Source: an optimization exercise on an open RTL-to-GDS flow (aim: small area, a short achievable clock period and few clock cycles per item). Production flows keep margins and buffers that such runs may drop.
In this exercise RTL edits were held to simulation tests only and were not proved equivalent to the original.
Power figures rest on the tool's default switching activity, not on a simulated workload.

<file path="flow/flow/abc.script">
strash
dc2
balance
rewrite
refactor
balance
rewrite
rewrite -z
balance
refactor -z
rewrite -z
balance
balance
rewrite
refactor
balance
rewrite
rewrite -z
balance
refactor -z
rewrite -z
balance
&get -n
&dch -f
&nf {D}
&put
buffer -p
upsize {D}
dnsize {D}
</file>
<file path="flow/standard.sh">
#!/bin/bash
# synth_recipe.tcl (not shown) runs the flow's synth.tcl, then flattens the netlist and writes it again
# the make line also repeats each setting of config.mk as NAME=value (left out here)
make -C /OpenROAD-flow-scripts/flow DESIGN_CONFIG=/design/flow/config.mk WORK_HOME=/design/flow/orfs CLKGATE_MAP_FILE= SYNTH_SCRIPT=/design/flow/synth_recipe.tcl "${@:-finish}"
</file>
<file path="flow/design.v">
module sort3
(
    input  [7:0] a, b, c,
    output [7:0] lo, mid, hi
);
    function automatic lt8(input [7:0] x, input [7:0] y);
        reg [7:0] l, n;
        reg l_hi, l_lo, n_hi;
        begin
            l = ~x & y;      
            n = ~x | y;      
            l_hi = l[7] | (n[7] & l[6]) | (n[7] & n[6] & l[5]) | (n[7] & n[6] & n[5] & l[4]);
            n_hi = &n[7:4];
            l_lo = l[3] | (n[3] & l[2]) | (n[3] & n[2] & l[1]) | (n[3] & n[2] & n[1] & l[0]);
            lt8 = l_hi | (n_hi & l_lo);
        end
    endfunction
    wire s_ab = lt8(b, a);
    wire s_ac = lt8(c, a);
    wire s_bc = lt8(c, b);
    wire a_lo = ~s_ab & ~s_ac, b_lo = s_ab & ~s_bc, c_lo = s_ac & s_bc;
    wire a_hi = s_ab & s_ac,   b_hi = ~s_ab & s_bc, c_hi = ~s_ac & ~s_bc;
    wire a_md = ~a_lo & ~a_hi, b_md = ~b_lo & ~b_hi, c_md = ~c_lo & ~c_hi;
    assign lo  = ({8{a_lo}} & a) | ({8{b_lo}} & b) | ({8{c_lo}} & c);
    assign mid = ({8{a_md}} & a) | ({8{b_md}} & b) | ({8{c_md}} & c);
    assign hi  = ({8{a_hi}} & a) | ({8{b_hi}} & b) | ({8{c_hi}} & c);
endmodule
module median_front
(
    input  [71:0] arr,
    output [7:0]  max_lo, med_mid, min_hi
);
    wire [7:0] l0, m0, h0, l1, m1, h1, l2, m2, h2;
    wire [7:0] u0, u1, u2, u3, u4, u5;
    sort3 r0 (arr[7:0],   arr[15:8],  arr[23:16], l0, m0, h0);
    sort3 r1 (arr[31:24], arr[39:32], arr[47:40], l1, m1, h1);
    sort3 r2 (arr[55:48], arr[63:56], arr[71:64], l2, m2, h2);
    sort3 sl (l0, l1, l2, u0, u1, max_lo);
    sort3 sm (m0, m1, m2, u2, med_mid, u3);
    sort3 sh (h0, h1, h2, min_hi, u4, u5);
endmodule
module median_back
(
    input  [7:0] a, b, c,
    output [7:0] med
);
    wire [7:0] u0, u1;
    sort3 t (a, b, c, u0, med, u1);
endmodule
module median
(
    arr, med
);
    input  [71:0] arr;
    output [7:0]  med;
    wire [7:0] a, b, c;
    median_front f (.arr(arr), .max_lo(a), .med_mid(b), .min_hi(c));
    median_back  k (.a(a), .b(b), .c(c), .med(med));
endmodule
module median_pipe
(
    input         clk,
    input         rst,
    input         in_valid,
    input  [71:0] in_win,
    output        out_valid,
    output [7:0]  out_med
);
    reg        v1, v2, v3;
    reg [71:0] win_q;
    reg [7:0]  a_q, b_q, c_q;
    reg [7:0]  med_q;
    wire [7:0] a_w, b_w, c_w, med_w;
    median_front u_front (.arr(win_q), .max_lo(a_w), .med_mid(b_w), .min_hi(c_w));
    median_back  u_back  (.a(a_q), .b(b_q), .c(c_q), .med(med_w));
    always @(posedge clk) begin
        if (rst) begin
            v1 <= 1'b0;
            v2 <= 1'b0;
            v3 <= 1'b0;
        end else begin
            v1 <= in_valid;
            v2 <= v1;
            v3 <= v2;
        end
    end
    always @(posedge clk) begin
        win_q <= in_win;
        a_q   <= a_w;
        b_q   <= b_w;
        c_q   <= c_w;
        med_q <= med_w;
    end
    assign out_valid = v3;
    assign out_med   = med_q;
endmodule
</file>
<file path="flow/flow/run.sh">
#!/bin/bash
# Own flow: the standard synthesis, its combinational logic re-mapped by ABC
# (registers untouched), then the standard layout steps with a few cells kept
# out (pin access), plain buffers on the ports and a larger setup margin.
set -euo pipefail
WORK=$(pwd)
RES=$WORK/orfs/results/$FLOW_PLATFORM/median_pipe/base
YOSYS=/OpenROAD-flow-scripts/tools/install/yosys/bin/yosys
PDIR=$FLOW_HOME/platforms/$FLOW_PLATFORM
PDU=$(sed -n '/^export DONT_USE_CELLS/,/^$/p' $PDIR/config.mk | grep -o 'sky130_fd_sc_hd__[a-z0-9_]*' | tr '\n' ' ')
XDU=$(cat flow/dont_use.txt)
mapfile -t EXTRA < flow/extra_vars.txt

bash standard.sh "$RES/1_2_yosys.v" > synth.log 2>&1
cp "$RES/1_2_yosys.v" "$WORK/standard_synth.v"
REMAP_LIB=$PDIR/lib/sky130_fd_sc_hd__tt_025C_1v80.lib REMAP_IN=$WORK/standard_synth.v \
  REMAP_OUT=$WORK/remapped.v REMAP_ABC=$WORK/flow/abc.script REMAP_D=$(cat flow/abc_d.txt) \
  REMAP_DONT_USE="$PDU $XDU" $YOSYS -c flow/remap.tcl > remap.log 2>&1
cp "$WORK/remapped.v" "$RES/1_2_yosys.v"
touch "$RES/1_2_yosys.v"
bash standard.sh "DONT_USE_CELLS=$PDU $XDU" "${EXTRA[@]}" finish > layout.log 2>&1
</file>
<file path="flow/flow/extra_vars.txt">
SETUP_SLACK_MARGIN=11
BUFFER_PORTS_ARGS=-buffer_cell sky130_fd_sc_hd__buf_2
CELL_PAD_IN_SITES_DETAIL_PLACEMENT=1
CELL_PAD_IN_SITES_GLOBAL_PLACEMENT=1
</file>
<file path="flow/constraint.sdc">
create_clock -name core_clock -period 15.5 [get_ports {clk}]
set_input_delay 3.1000 -clock core_clock [delete_from_list [all_inputs] [get_ports {clk}]]
set_output_delay 3.1000 -clock core_clock [all_outputs]
set_load 0.01 [all_outputs]
</file>
<file path="flow/flow/abc_d.txt">
3500
</file>
<file path="flow/flow/remap.tcl">
# Re-map the combinational logic of the standard synthesis netlist with ABC
# (area recovery under a delay target). Flip-flop instances, their names
# and cell types, are kept as they are.
yosys read_liberty -ignore_miss_func $::env(REMAP_LIB)
yosys read_verilog $::env(REMAP_IN)
yosys hierarchy -top $::env(FLOW_TOP)
foreach m [list sky130_fd_sc_hd__dfxtp_1] { yosys setattr -mod -set keep_hierarchy 1 $m }
yosys flatten
yosys opt_clean -purge
set du {}
foreach c $::env(REMAP_DONT_USE) { lappend du -dont_use $c }
yosys abc -liberty $::env(REMAP_LIB) -script $::env(REMAP_ABC) -D $::env(REMAP_D) {*}$du
yosys opt_clean -purge
yosys rename -hide w:*.*
yosys opt_clean -purge
yosys stat -liberty $::env(REMAP_LIB)
yosys select $::env(FLOW_TOP)
yosys write_verilog -noattr -nohex -nodec -selected $::env(REMAP_OUT)
</file>
<file path="flow/config.mk">
export PLATFORM = sky130hd
export DESIGN_NAME = median_pipe
export DESIGN_NICKNAME = median_pipe
export VERILOG_FILES = /design/flow/design.v
export SDC_FILE = /design/flow/constraint.sdc
export NUM_CORES = 4
export LEC_CHECK = 0
export CAP_MARGIN = 20
export CORE_MARGIN = 2
export CORE_UTILIZATION = 30
export PLACE_DENSITY = 0.45
export SLEW_MARGIN = 20
</file>
<file path="flow/flow/dont_use.txt">

</file>
==> run summary <==
worst max-delay path by stage:
stage          startpoint     end  slack [ps]  cells after the start
2_1_floorplan   win_q[49]  b_q[6]       11870                     15
3_3_place_gp     win_q[9]  a_q[3]       10670                     15
3_5_place_dp    win_q[49]  b_q[6]       10740                     15
4_1_cts         win_q[49]  b_q[6]       10970                     13
5_1_grt         win_q[10]  c_q[6]       10940                     18
6_report        win_q[65]  c_q[4]       11200                     15
through the flow:
stage	setup slack [ps]	utilization [%]
floorplan	11870	-
global placement	10670	34.2
detailed placement	10740	34.3
CTS	10970	36.6
global route	10940	38.2
finish	11200	38.2
registers in the layout, summed over array words and instances, names as in the netlist:
register	cells
a_q	8
win_q	72
med_q	8
v3	1
c_q	8
v1	1
v2	1
b_q	8
where the power goes:
group / total (mW) / leakage [nW] / internal [mW] / switching, mW
sequential: 0.376 / 0.899 / 0.325 / 0.0510
combinational: 0.514 / 2.24 / 0.219 / 0.294
clock: 0.232 / 0.136 / 0.126 / 0.106
total: 1.12 / 3.28 / 0.670 / 0.451
final cells by class:
cell class,count,area (µm²),area share (%)
inverter,79,297,3.82
clock inverter,5,62.6,0.806
tap,270,338,4.35
clock buffer,10,229,2.95
multi-input combinational,526,3900,50.2
sequential,107,2150,27.7
timing repair buffer,132,788,10.2
routing by layer:
layer,part of all wire (%),vias to the layer above
li1,-,3164
met1,43,3409
met3,6.1,30
met5,0,-
met4,1.9,0
met2,49,227
timing repair:
item                       in CTS  in global routing
cloned                          0                  1
hold buffers                    0                  0
resized for setup              10                 31
setup endpoints to repair      22                 23
setup buffers                  18                 22
pin swaps                      12                 17
worst max-delay path: stages, from the launching register on:
cell,delay (ps)
dfxtp_1,410
nor2b_2,170
o311ai_1,90
a22oi_1,190
o21ai_1,130
a21o_1,210
maj3_4,430
and2_4,220
a222oi_1,510
inv_1,190
a221oi_1,320
o221ai_1,180
a222oi_1,360
o22ai_2,170
and2_4,240
a221o_1,340
==> run summary <==
- CTS tree: done
- Hold Path Depth: 1
- Final Hold Fails: 0
- Min-delay worst type: reg2reg
- Die Span Y: between 100 and 150 µm
- Post-route ant nets: 0
- Number of clock sinks: around 110
- Syn Std Cell Area: ~0.0062 mm²
- Leakage: 3.28 nW
- Nets: 930
- Clk latency of the worst-skew pair: approximately 360 ps
- Via count: between 6000 and 7000
- Syn Area/Cell: around 8.6 µm²
- Number of global-route vias before repair: ~6700
- Total Wirelength: ~25000 µm
- Placer Congestion: 0.889
- Most used routing layer: met2
- All-Layer GR Usage: 22.3%
- Final count of pins violating max slew: 0
- Worst reg2reg path depth: 15
- Clock tree buffer depth: 2
- Drt pass-1 iters: 9
- Setup Skew: around 9.6 ps
- Met3 GRT Util: 4.11%
- First-pass GRT wire length: 38100 µm
- FF-to-FF End: c_q[4]
- Num CTS Buffers: 9
- Initial antenna violation count: 0
- Vias per cell: approximately 6.0
- Largest net degree at the start of global routing: 19
- GR Overflow Total: 0
- CP Data Required Time: 15730 ps
- # fillers: around 2500
- N_diodes: 0
- PwrDens: around 140 mW/mm²
- Syn Inst Count: just over 700
- H-tree levels: 3
- Arrival @ worst endpoint: roughly 4500 ps
- Syn nets: 799
- Fin Setup TNS: 0 ps
- Number of placement rows: 52
- Most frequent cells in the layout: dfxtp_1 (100), buf_2 (85), inv_1 (78)
- HPWL Detailed: 19100 µm
- Element type at the critical path end: flip-flop
- Peak VDD IR: between 50 and 60 µV
- Status: finished clean
- Critical Path Source Type: flip-flop
- Area Growth Syn to Fin: 24.5%
- Die Area: around 0.022 mm²
- Fin Hold WS: between 400 and 500 ps
- Port buffer count: 83
- Layout cells sized above 1: 24.0%
- Crit Path Class: reg2reg
- GR Layer Usage met2: between 30% and 40%
- DRC Markers: 0
- Setup Viol. Count Final: 0
- Die Span X: approximately 150 µm
- Area after DPL: roughly 0.0070 mm²
- # placed instances: between 1000 and 1500
- Worst Path Max Fanout: 14
- Initial Util: a little under a third
- Placeable Area: 0.0203 mm²
- Finished Layout Cells: 1129
- Iteration-0 DRC count of the detailed router: around 640
- Grt met1 use: between 20% and 30%
- Rel. slew slack: roughly 16%
- RR Startpoint: win_q[65]
- Final Instance Area: 0.00776 mm²
- Max Cap Violations: 0
- Actual slew at the worst max-slew pin: between 1000 and 1500 ps
- Hold path startpoint: v2
- Worst Hold Endpoint: v3
- Reg-to-reg slack, setup: 11200 ps
- Fin crit period: ~4300 ps
- Clock slew at reported path FFs: around 70 ps
- RSZ-0062 raised after global routing: true
- Final period utilization: approximately 28%
- WL/cell: ~22 µm
- Root buf cell: clkbuf_16
- Ys Warns: 2
- Final Power: ~1.1 mW
- Most common cell after layout, fill and taps aside: dfxtp_1
- Ports: 84
- FMAX: roughly 0.23 GHz
Testbench counts, summed over its fixed seeds: cycles 8,216, items 8,192.

==> afterwards: timing with drivers on the ports <==
How much do the figures lean on ideal ports? The routed layout below was timed once more, with nothing changed but the port constraints. Step 1: set_driving_cell puts a clkbuf_16 on clk and a buf_2 on each other input, an assumption about the parent block. Step 2 times the ports against the registers' clock, not the clock port: input delays grow and output delays shrink by t, the midpoint of the rising clock arrivals with the driver on. Three values: ideal ports, drivers, drivers and shift; two values: the first two.
shift t [ns]: 0.402
slack for setup (ns): 11.195 / 11.195 / 11.195
worst data-port slew with drivers (ns): 0.03
After both steps this run still meets setup and hold. The setup slack of this run moves by 0.000 ns with the drivers and by 0.000 ns with both steps.
